This design comes from an exercise in tuning for a short achievable clock period and few clock cycles on the open sky130 flow, not from production work. Only simulation tests tie the RTL to the original design; equivalence was not proved. No activity file was given, so power comes from the tool's default toggle rates.

$ cat config.mk
export PLATFORM = sky130hd
export DESIGN_NAME = PROCESSOR
export DESIGN_NICKNAME = PROCESSOR
export VERILOG_FILES = /design/flow/design.v
export SDC_FILE = /design/flow/constraint.sdc
export NUM_CORES = 4
export LEC_CHECK = 0
export CAP_MARGIN = 20
export CORE_MARGIN = 2
export CORE_UTILIZATION = 40
export PLACE_DENSITY = 0.6
export SLEW_MARGIN = 20
$ cat run.sh
#!/bin/bash
# synth_recipe.tcl (not shown) runs the flow's synth.tcl, then flattens the netlist and writes it again
# the make line also repeats each setting of config.mk as NAME=value (left out here)
make -C /OpenROAD-flow-scripts/flow DESIGN_CONFIG=/design/flow/config.mk WORK_HOME=/design/flow/orfs CLKGATE_MAP_FILE= SYNTH_SCRIPT=/design/flow/synth_recipe.tcl finish
$ cat design.v
`default_nettype none
module PROCESSOR(
    input wire clk,
    input wire reset,
    input  wire [31:0] entry_addr,
    output wire        dram_wr_req,
    input  wire        dram_wr_fin,
    output wire [31:0] dram_wr_addr,
    output wire [31:0] dram_wr_data,
    output wire        dram_rd_req,
    input  wire        dram_rd_fin,
    output wire [31:0] dram_rd_addr,
    input  wire [31:0] dram_rd_data,
    output reg  [31:0] display_data,
    output reg         display,
    output wire        halted
);
    localparam [31:0] DISPLAY_ADDR = 32'h00010148;
    localparam ICW  = 7;                  
    localparam ICN  = 1 << ICW;
    localparam ICTW = 16 - ICW - 2;       
    localparam DCW  = 5;
    localparam DCN  = 1 << DCW;
    localparam DCTW = 16 - DCW - 2;
    localparam [15:0] PFW = 16'd32;
    localparam SBW  = 2;
    localparam SBN  = 1 << SBW;
    reg [31:0] pcF;
    reg        vD;
    reg [31:0] irD, pcD;
    reg        ptD;
    reg        vE;
    reg [31:0] pcE, immE, tgtE, linkE, aE, bE;
    reg        fwdMaE, fwdWaE, fwdMbE, fwdWbE;
    reg [4:0]  rdE;
    reg        wrE, ldE, stE, brE, jalE, jalrE, ptE, dispE;
    reg [2:0]  f3E;        
    reg [2:0]  bf3E;       
    reg        subE, sraE, useImmE;
    reg [1:0]  rselE;      
    reg        vM;
    reg [31:0] resM, sdM, ddataM;
    reg [4:0]  rdM;
    reg        wrM, ldM, stM, dhitM, dispM;
    reg        vW;
    reg [31:0] resW;
    reg [4:0]  rdW;
    reg        wrW, dispW;
    reg        halted_r;
    reg        rd_req_r, rd_is_ld;
    reg [31:0] rd_addr_r;
    reg        wr_req_r;
    reg [31:0] wr_addr_r, wr_data_r;
    reg        fill_v;
    reg [31:0] fill_addr, fill_data;
    reg        ld_done;
    reg [31:0] ld_data;
    reg [31:0] FP;
    reg [31:0] sb_addr [0:SBN-1];
    reg [31:0] sb_data [0:SBN-1];
    reg [SBW-1:0] sb_head, sb_tail;
    reg [SBW:0]   sb_cnt;
    reg [31:0]     ic_data [0:ICN-1];
    reg [ICTW-1:0] ic_tag  [0:ICN-1];
    reg [14:0]     ic_pt   [0:ICN-1];    
    reg [ICN-1:0]  ic_v;
    reg [31:0]     dc_data [0:DCN-1];
    reg [DCTW-1:0] dc_tag  [0:DCN-1];
    reg [DCN-1:0]  dc_v;
    reg [31:0] rf [1:31];
    wire [ICW-1:0] fidx    = pcF[ICW+1:2];
    wire           f_stop  = (pcF == 32'b0);
    wire           f_hit   = ic_v[fidx] && (ic_tag[fidx] == pcF[15:ICW+2]) && (pcF[31:16] == 16'h0001);
    wire [31:0]    f_inst  = ic_data[fidx];
    wire [14:0]    f_pt    = ic_pt[fidx];
    wire [31:0]    f_pc4   = pcF + 32'd4;
    wire [31:0]    f_npc   = f_pt[14] ? {pcF[31:16], f_pt[13:0], 2'b00} : f_pc4;
    wire [4:0] opD  = irD[6:2];
    wire [4:0] rs1D = irD[19:15];
    wire [4:0] rs2D = irD[24:20];
    wire [4:0] rdD  = irD[11:7];
    wire [2:0] f3D  = irD[14:12];
    wire isLUI   = (opD == 5'b01101);
    wire isAUIPC = (opD == 5'b00101);
    wire isJAL   = (opD == 5'b11011);
    wire isJALR  = (opD == 5'b11001);
    wire isBR    = (opD == 5'b11000);
    wire isLD    = (opD == 5'b00000);
    wire isST    = (opD == 5'b01000);
    wire isOPI   = (opD == 5'b00100);
    wire isOP    = (opD == 5'b01100);
    wire [31:0] immI = {{20{irD[31]}}, irD[31:20]};
    wire [31:0] immS = {{20{irD[31]}}, irD[31:25], irD[11:7]};
    wire [31:0] immB = {{20{irD[31]}}, irD[7], irD[30:25], irD[11:8], 1'b0};
    wire [31:0] immU = {irD[31:12], 12'b0};
    wire [31:0] immJ = {{12{irD[31]}}, irD[19:12], irD[20], irD[30:21], 1'b0};
    wire [31:0] immD = isST ? immS :
                       isBR ? immB :
                       (isLUI | isAUIPC) ? immU :
                       isJAL ? immJ : immI;
    wire wrD      = (isLUI | isAUIPC | isJAL | isJALR | isLD | isOPI | isOP) && (rdD != 5'd0);
    wire usesRs1D = isJALR | isBR | isLD | isST | isOPI | isOP;
    wire usesRs2D = isBR | isST | isOP;
    wire [31:0] rf1 = (rs1D == 5'd0) ? 32'b0 : rf[rs1D];
    wire [31:0] rf2 = (rs2D == 5'd0) ? 32'b0 : rf[rs2D];
    wire        byW1 = vW && wrW && (rdW == rs1D);
    wire        byW2 = vW && wrW && (rdW == rs2D);
    wire [31:0] rv1D = byW1 ? resW : rf1;
    wire [31:0] rv2D = byW2 ? resW : rf2;
    wire fMa = vE && wrE && (rdE == rs1D);
    wire fMb = vE && wrE && (rdE == rs2D);
    wire fWa = vM && wrM && (rdM == rs1D);
    wire fWb = vM && wrM && (rdM == rs2D);
    wire ldUse = vE && ldE && wrE &&
                 ((usesRs1D && rdE == rs1D) || (usesRs2D && rdE == rs2D));
    wire [31:0] A  = fwdMaE ? resM : fwdWaE ? resW : aE;
    wire [31:0] Bv = fwdMbE ? resM : fwdWbE ? resW : bE;
    wire [31:0] B2 = useImmE ? immE : Bv;
    wire [31:0] addrE = A + immE;
    wire [31:0] sumE  = subE ? (A - B2) : (A + B2);
    wire        eqE   = (A == B2);
    wire        ltuE  = (A < B2);
    wire        ltE   = ($signed(A) < $signed(B2));
    wire [31:0] sllE  = A << B2[4:0];
    wire [31:0] srE   = $signed({sraE & A[31], A}) >>> B2[4:0];
    reg  [31:0] aluE;
    always @(*) begin
        case (f3E)
            3'd0: aluE = sumE;
            3'd1: aluE = sllE;
            3'd2: aluE = {31'b0, ltE};
            3'd3: aluE = {31'b0, ltuE};
            3'd4: aluE = A ^ B2;
            3'd5: aluE = srE;
            3'd6: aluE = A | B2;
            default: aluE = A & B2;
        endcase
    end
    wire [31:0] resE = (rselE == 2'd0) ? aluE :
                       (rselE == 2'd1) ? immE :
                       (rselE == 2'd2) ? tgtE : linkE;
    reg takenE;
    always @(*) begin
        case (bf3E)
            3'd0: takenE = eqE;
            3'd1: takenE = !eqE;
            3'd4: takenE = ltE;
            3'd5: takenE = !ltE;
            3'd6: takenE = ltuE;
            default: takenE = !ltuE;
        endcase
    end
    wire stallM = vM && ((ldM && !dhitM && !ld_done) || (stM && sb_cnt == SBN));
    wire advM   = !stallM;
    wire mispE    = (brE && (takenE != ptE)) || (jalE && !ptE) || jalrE;
    wire redirect = vE && advM && mispE;
    wire [31:0] redirPC = jalrE ? addrE : (brE && !takenE) ? linkE : tgtE;
    wire [DCW-1:0] didxE  = addrE[DCW+1:2];
    wire [DCW-1:0] didxM  = resM[DCW+1:2];
    wire           stWr   = vM && stM && advM;
    wire           dhitE  = dc_v[didxE] && (dc_tag[didxE] == addrE[15:DCW+2]) &&
                            (addrE[31:16] == 16'h0001) && !(stWr && didxM == didxE);
    wire [31:0]    ddataE = dc_data[didxE];
    wire advD    = vD && advM && !ldUse;     
    wire acceptD = !vD || advD;              
    wire rd_done  = rd_req_r && dram_rd_fin;
    wire wr_done  = wr_req_r && dram_wr_fin;
    wire bus_free = (!rd_req_r && !wr_req_r) || rd_done || wr_done;
    wire ld_wait  = vM && ldM && !dhitM && !ld_done && !(rd_req_r && rd_is_ld);
    wire sb_empty = (sb_cnt == 0);
    wire [ICW-1:0] pidx       = FP[ICW+1:2];
    wire           fp_present = ic_v[pidx] && (ic_tag[pidx] == FP[15:ICW+2]) && (FP[31:16] == 16'h0001);
    wire [15:0]    fdiff      = FP[17:2] - pcF[17:2];
    wire           win_ok     = !fdiff[15] && (fdiff < PFW) && !f_stop && !halted_r;
    wire           f_miss     = !f_hit && !f_stop;
    wire           if_demand  = f_miss && (FP == pcF);
    wire           if_want    = win_ok && !fp_present;
    wire           fp_skip    = win_ok && fp_present;
    wire           fp_reset   = (f_miss && (FP != pcF) &&
                                 !(rd_req_r && !rd_is_ld && rd_addr_r == pcF) &&
                                 !(fill_v && fill_addr == pcF)) ||
                                (fdiff[15] && !f_stop);
    wire sel_ld = ld_wait && sb_empty;
    wire sel_st = !sel_ld && !sb_empty && (ld_wait || !if_demand);
    wire sel_if = !sel_ld && !sel_st && if_want && !fp_reset;
    wire issue_ld = bus_free && sel_ld;
    wire issue_st = bus_free && sel_st;
    wire issue_if = bus_free && sel_if;
    assign dram_rd_req  = rd_req_r;
    assign dram_rd_addr = rd_addr_r;
    assign dram_wr_req  = wr_req_r;
    assign dram_wr_addr = wr_addr_r;
    assign dram_wr_data = wr_data_r;
    assign halted       = halted_r;
    wire [6:0]  fopc   = fill_data[6:0];
    wire        f_isJ  = (fopc == 7'b1101111);
    wire        f_isB  = (fopc == 7'b1100011);
    wire [31:0] f_immB = {{20{fill_data[31]}}, fill_data[7], fill_data[30:25], fill_data[11:8], 1'b0};
    wire [31:0] f_immJ = {{12{fill_data[31]}}, fill_data[19:12], fill_data[20], fill_data[30:21], 1'b0};
    wire [31:0] f_imm  = f_isJ ? f_immJ : f_immB;
    wire [16:0] f_lo   = {1'b0, fill_addr[15:0]} + {1'b0, f_imm[15:0]};
    wire        f_same = f_lo[16] ? (f_imm[31:16] == 16'hffff) : (f_imm[31:16] == 16'h0000);
    wire        f_ptk  = (f_isJ || (f_isB && fill_data[31])) && f_same;
    wire        f_reg  = (fill_addr[31:16] == 16'h0001);
    integer k;
    always @(posedge clk) begin
        if (fill_v) begin
            ic_data[fill_addr[ICW+1:2]] <= fill_data;
            ic_tag [fill_addr[ICW+1:2]] <= fill_addr[15:ICW+2];
            ic_pt  [fill_addr[ICW+1:2]] <= {f_ptk, f_lo[15:2]};
        end
    end
    wire dc_we   = vM && advM && (stM || (ldM && !dhitM)) && (resM[31:16] == 16'h0001);
    wire [31:0] dc_wd = stM ? sdM : ld_data;
    always @(posedge clk) begin
        if (dc_we) begin
            dc_data[didxM] <= dc_wd;
            dc_tag [didxM] <= resM[15:DCW+2];
        end
    end
    always @(posedge clk) begin
        if (reset) begin
            ic_v <= {ICN{1'b0}};
            dc_v <= {DCN{1'b0}};
        end else begin
            if (fill_v) ic_v[fill_addr[ICW+1:2]] <= f_reg;
            if (dc_we) dc_v[didxM] <= 1'b1;
        end
    end
    always @(posedge clk) begin
        if (stWr) begin
            sb_addr[sb_tail] <= resM;
            sb_data[sb_tail] <= sdM;
        end
    end
    always @(posedge clk) begin
        if (reset) begin
            rf[1] <= 32'b0;
            rf[2] <= 32'h0000ff00;
            rf[8] <= 32'h0000ff00;
        end else if (vW && wrW) begin
            rf[rdW] <= resW;
        end
    end
    always @(posedge clk) begin
        if (reset) begin
            pcF      <= entry_addr;
            vD       <= 1'b0;
            vE       <= 1'b0;
            vM       <= 1'b0;
            vW       <= 1'b0;
            halted_r <= 1'b0;
            display  <= 1'b0;
            display_data <= 32'b0;
        end else begin
            if (redirect) begin
                pcF <= redirPC;
                vD  <= 1'b0;
            end else if (acceptD) begin
                vD <= f_hit;
                if (f_hit) pcF <= f_npc;
            end
            if (advM) begin
                vE <= advD && !redirect;
            end
            if (advM) vM <= vE;
            vW <= vM && advM;
            if (vW && dispW) begin
                display      <= 1'b1;
                display_data <= rf[10];
            end
            if (f_stop && !vD && !vE && !vM && !vW && sb_empty &&
                !rd_req_r && !wr_req_r)
                halted_r <= 1'b1;
        end
    end
    always @(posedge clk) begin
        if (acceptD) begin
            irD <= f_inst;
            pcD <= pcF;
            ptD <= f_pt[14];
        end
        if (advM) begin
            pcE     <= pcD;
            immE    <= immD;
            tgtE    <= pcD + immD;
            linkE   <= pcD + 32'd4;
            aE      <= rv1D;
            bE      <= rv2D;
            fwdMaE  <= fMa;
            fwdWaE  <= fWa && !fMa;
            fwdMbE  <= fMb;
            fwdWbE  <= fWb && !fMb;
            rdE     <= rdD;
            wrE     <= wrD;
            ldE     <= isLD;
            stE     <= isST;
            brE     <= isBR;
            jalE    <= isJAL;
            jalrE   <= isJALR;
            ptE     <= ptD;
            dispE   <= (pcD == DISPLAY_ADDR);
            f3E     <= (isOP | isOPI) ? f3D : 3'd0;
            bf3E    <= f3D;
            subE    <= isOP && f3D == 3'd0 && irD[30];
            sraE    <= (isOP | isOPI) && f3D == 3'd5 && irD[30];
            useImmE <= !(isOP | isBR);
            rselE   <= isLUI ? 2'd1 : isAUIPC ? 2'd2 : (isJAL | isJALR) ? 2'd3 : 2'd0;
        end else begin
            aE     <= A;
            bE     <= Bv;
            fwdMaE <= 1'b0;
            fwdWaE <= 1'b0;
            fwdMbE <= 1'b0;
            fwdWbE <= 1'b0;
        end
        if (advM) begin
            resM   <= (ldE || stE) ? addrE : resE;
            sdM    <= Bv;
            ddataM <= ddataE;
            dhitM  <= dhitE;
            rdM    <= rdE;
            wrM    <= wrE;
            ldM    <= ldE;
            stM    <= stE;
            dispM  <= dispE;
        end
        resW  <= ldM ? (dhitM ? ddataM : ld_data) : resM;
        rdW   <= rdM;
        wrW   <= wrM;
        dispW <= dispM;
    end
    always @(posedge clk) begin
        if (reset) begin
            rd_req_r <= 1'b0;
            rd_is_ld <= 1'b0;
            wr_req_r <= 1'b0;
            fill_v   <= 1'b0;
            ld_done  <= 1'b0;
            sb_head  <= {SBW{1'b0}};
            sb_tail  <= {SBW{1'b0}};
            sb_cnt   <= {(SBW+1){1'b0}};
            FP       <= entry_addr;
        end else begin
            if (issue_ld || issue_if) begin
                rd_req_r  <= 1'b1;
                rd_is_ld  <= issue_ld;
                rd_addr_r <= issue_ld ? resM : FP;
            end else if (rd_done) begin
                rd_req_r  <= 1'b0;
            end
            if (issue_st) begin
                wr_req_r  <= 1'b1;
                wr_addr_r <= sb_addr[sb_head];
                wr_data_r <= sb_data[sb_head];
            end else if (wr_done) begin
                wr_req_r  <= 1'b0;
            end
            fill_v <= rd_done && !rd_is_ld;
            if (rd_done && !rd_is_ld) begin
                fill_addr <= rd_addr_r;
                fill_data <= dram_rd_data;
            end
            if (rd_done && rd_is_ld) begin
                ld_done <= 1'b1;
                ld_data <= dram_rd_data;
            end else if (advM) begin
                ld_done <= 1'b0;
            end
            if (stWr)     sb_tail <= sb_tail + 1'b1;
            if (issue_st) sb_head <= sb_head + 1'b1;
            sb_cnt <= sb_cnt + (stWr ? 1'b1 : 1'b0) - (issue_st ? 1'b1 : 1'b0);
            if (fp_reset)
                FP <= pcF;
            else if (issue_if || fp_skip)
                FP <= FP + 32'd4;
        end
    end
endmodule
$ cat constraint.sdc
create_clock -name core_clock -period 7.0 [get_ports {clk}]
set_input_delay 1.4000 -clock core_clock [delete_from_list [all_inputs] [get_ports {clk}]]
set_output_delay 1.4000 -clock core_clock [all_outputs]
set_load 0.01 [all_outputs]
==> flow_summary.rst <==
.. list-table::
   :header-rows: 1

   * - Metric
     - Value
   * - Synth unique cells
     - 98
   * - Synthesized area divided by synthesized cell count
     - 20.0 µm²
   * - Total number of vias
     - 232000
   * - Part of the cycle the worst path needs
     - 0.964
   * - Maximum count of clock buffers along a single path
     - 5
   * - I/O Pins
     - 200
   * - Data required time at the worst endpoint
     - 7.86 ns
   * - Die width
     - 1030 µm
   * - Die area
     - 1060000 µm²
   * - Fraction of final layout cells with drive strength greater than 1
     - 0.282
   * - Critical path's top delay family
     - compound AO/OA/AOI/OAI gates
   * - Synthesized instance count
     - 21000
   * - Number of detailed-routing iterations run before antenna repair
     - 9
   * - Area growth from synthesis to final layout
     - 14.6%
   * - Time the worst path needs with I/O delays and setup
     - 6.75 ns
   * - TritonCTS buffer count
     - 1094
   * - Count of synthesis-stage warnings from yosys
     - 1
   * - Smallest hold slack
     - 0.346 ns
   * - Die extent in y
     - 1030 µm
   * - Number of flops mapped to enable cells by yosys
     - 9697
   * - Pins Over Slew Limit
     - 0
   * - Post-route antenna net violation count
     - 0
   * - Critical path class
     - flip-flop to flip-flop
   * - Seq/Total Area, Yosys
     - 0.714
   * - Drt wl/cell
     - 38.8 µm
   * - Routability congestion estimate from global placement
     - 0.984
   * - Max-cap violation count
     - 0
   * - Core region area
     - 1050000 µm²
   * - All-Layer GR Usage
     - 0.266
   * - Crit Path Max Fanout
     - 17
   * - Outcome
     - no timing/DRC/antenna violations
   * - Buffers plus inverters on the worst setup path
     - 4
   * - Worst setup skew after layout
     - 0.0903 ns
   * - Largest net degree at the start of global routing
     - 143
   * - Critical path startpoint category
     - flip-flop
   * - Worst path most repeated cell
     - sky130_fd_sc_hd__buf_4
   * - Filler cell count
     - 87500
   * - Ordered list of cells on the worst path
     - buf_4, o21a_1, ha_1, or3b_2, nor4_1, a221o_1, a221o_1, a211oi_1, buf_4, o21bai_1, a41o_1, a41oi_1, buf_4, xor2_1, a221oi_1, buf_4, a211oi_1
   * - Peak per-stage delay on the critical path
     - 1.08 ns
   * - GRT Residual Overflow
     - 0
   * - Leakage power
     - 154 nW
   * - Sum of negative setup slack
     - 0 ns
   * - Post-Route WL
     - 1430000 µm
   * - Library cell contributing the largest single delay on the critical path
     - sky130_fd_sc_hd__edfxtp_1
   * - Maximum clock frequency
     - 0.148 GHz
   * - Endpoint arrival time on the critical path
     - 7.61 ns
   * - Number of global-route vias before repair
     - 227000
   * - Endpoint kind of the worst setup timing path
     - flip-flop
   * - Final routed DRC violation total
     - 0
   * - Synth Net Count
     - 21300
   * - Port-buffer cells
     - 199
   * - CTS Sinks
     - 10100
   * - Floorplan row count
     - 376
   * - Transition at the pin with the smallest max-transition slack
     - 1.32 ns
   * - Clock Latency Late Sink
     - 1.13 ns
   * - Clock transition at the registers of the reported paths
     - 0.06 ns
   * - Clock tree from TritonCTS
     - done
   * - Number of failing hold endpoints at the final stage
     - 0
   * - Initial antenna violation count
     - 83
   * - DR vias/cell
     - 6.28
   * - Endpoints failing setup
     - 0
   * - Iter 0 DRT Violations
     - 35100
   * - # resized after CTS
     - 0
   * - PD cells
     - 357 nW/µm²
   * - Synth Register Bits
     - 10100
   * - Clock tree root buffer cell
     - sky130_fd_sc_hd__clkbuf_16
   * - Fraction of synthesis flops using an asynchronous set or reset pin
     - 0
   * - Post-CTS setup-driven buffer insertion count
     - 0
   * - Most used flip-flop cell after synthesis
     - sky130_fd_sc_hd__edfxtp_1
   * - Deepest level of the CTS H-tree
     - 7
   * - RSZ-0062 raised after global routing
     - false
   * - Slew headroom
     - 0.120
   * - Effective utilization at floorplan
     - 0.401
   * - IR Drop Worst-Case VDD
     - 0.000877 V
   * - First-pass GRT wire length
     - 1940000 µm
   * - CTS Hold Bufs
     - 0
   * - Number of nets at the end of the flow
     - 22300
   * - Netlist area before placement
     - 419000 µm²
   * - Pwr Total
     - 0.172 W
   * - Final Core Density
     - 0.459
   * - Detailed Place HPWL
     - 864000 µm
   * - Hold WC Path Type
     - flip-flop to flip-flop
worst register-to-register path: cells and delay by family, from the launching register on:
kind                       cells  cell delay, ns
xor gates and xnor gates       1            0.15
adders and majority gates      1            0.38
buffers and inverters          4            0.91
AOI/OAI and AO/OA              9            2.48
and+or+nand+nor                2            1.49
DFF                            1            1.08
per-layer routing:
layer / vias to the layer above / share of wire / routed length [µm] / GRT usage
met2: 13800 / 0.46 / 659000 / 0.414
met5: - / 0.00011 / 152 / 0
met4: 24 / 0.054 / 77500 / 0.120
li1: 89700 / - / - / -
met1: 126000 / 0.38 / 546000 / 0.356
met3: 2530 / 0.10 / 148000 / 0.0654
sequential cells by signal, indices dropped and copies added, names as in the netlist, 288 cells and up, named ones only:
name	cells
ic_data	3840
ic_pt	1920
dc_data	1024
rf	992
ic_tag	896
dc_tag	288
per-stage QoR:
stage,cell area (µm²),setup slack (ns),cells
final,480000,0.250,36900
after global routing,480000,0.228,36800
after CTS,480000,0.516,36800
after detailed placement,445000,0.570,34900
after global placement,445000,0.321,34900
after floorplan,419000,0.0148,21000
layout by cell type (no fill, tap or decap), drive strengths merged, types with 394 or more instances in the layout:
| cell | instances |
|---|---|
| mux4 | 3354 |
| edfxtp | 9697 |
| clkbuf | 1404 |
| buf | 1008 |
| a21oi | 617 |
| clkinv | 394 |
| nand2 | 1058 |
| nor2 | 848 |
| dfxtp | 395 |
| mux2i | 528 |
path summary, 6_finish.rpt:
kind | from | end | slack (ns) | depth (start not counted)
setup reg to reg | useImmE | resM[27] | 0.25 | 17
hold reg to reg | dispM | dispW | 0.35 | 0
hold / removal | dispM | dispW | 0.35 | 0
setup / recovery | useImmE | resM[27] | 0.25 | 17
synthesized netlist by cell type, drive strengths merged, types with 226 or more instances:
cell	count	area, µm²
edfxtp	9697	291000
mux4	3354	75500
nand2	1058	3970
clkbuf	918	3450
nor2	848	3190
a21oi	617	3090
mux2i	528	5290
dfxtp	395	7910
buf	386	1640
o21ai	329	1650
xnor2	255	2230
inv	236	886
a22oi	228	1710
mux2	226	2550
layout make-up:
class                           count  area [µm²]  share of cell area
Clock buffer                     1403       29200              0.0609
Clock inverter                    535        5150              0.0107
Multi-Input combinational cell   9350      116000               0.242
Inverter                          239         927             0.00193
Antenna cell                      113         283            0.000589
Tap cell                        14000       17500              0.0364
Sequential cell                 10100      299000               0.623
Timing Repair Buffer             1204       11900              0.0248
report_power, final:
part / switching (W) / total [W] / leakage [nW] / internal [W]
registers: 0.00197 / 0.0694 / 93.9 / 0.0674
logic: 0.0269 / 0.0457 / 42.9 / 0.0188
clock network: 0.0242 / 0.0565 / 16.8 / 0.0323
total: 0.0530 / 0.172 / 154 / 0.119
cell families (layout without fill, tap and decap cells):
logic type	after synthesis	in the layout	synth area share
buffers and inverters	1543	3381	0.0143
adder cells (fa/ha/maj)	210	210	0.00638
AO/OA/AOI/OAI	1955	1955	0.0305
multiplexers	4108	4108	0.199
other	0	113	0
XOR/XNOR	357	357	0.00746
flip-flops	10100	10100	0.714
AND/OR/NAND/NOR	2720	2720	0.0289
Testbench counts, summed over its fixed seeds: cycles 195,709.

## afterwards: timing with drivers on the ports
No port has a modelled driver above. Below, the same layout with a new extraction and two added sets of constraints. Step 1: set_driving_cell puts a clkbuf_16 on clk and a buf_2 on each other input, an assumption about the parent block. Step 2 times the ports against the registers' clock, not the clock port: input delays grow and output delays shrink by t, the midpoint of the rising clock arrivals with the driver on. a / b / c = ideal ports / drivers / drivers and shift; a / b = the first two.
t (ns): 1.242
slack for setup (ns): 0.250 / 0.250 / 0.250
worst setup path after step 2: register to register
After both steps setup and hold are still met in this run. The setup slack of this run moves by 0.000 ns with the drivers and by 0.000 ns with both steps.
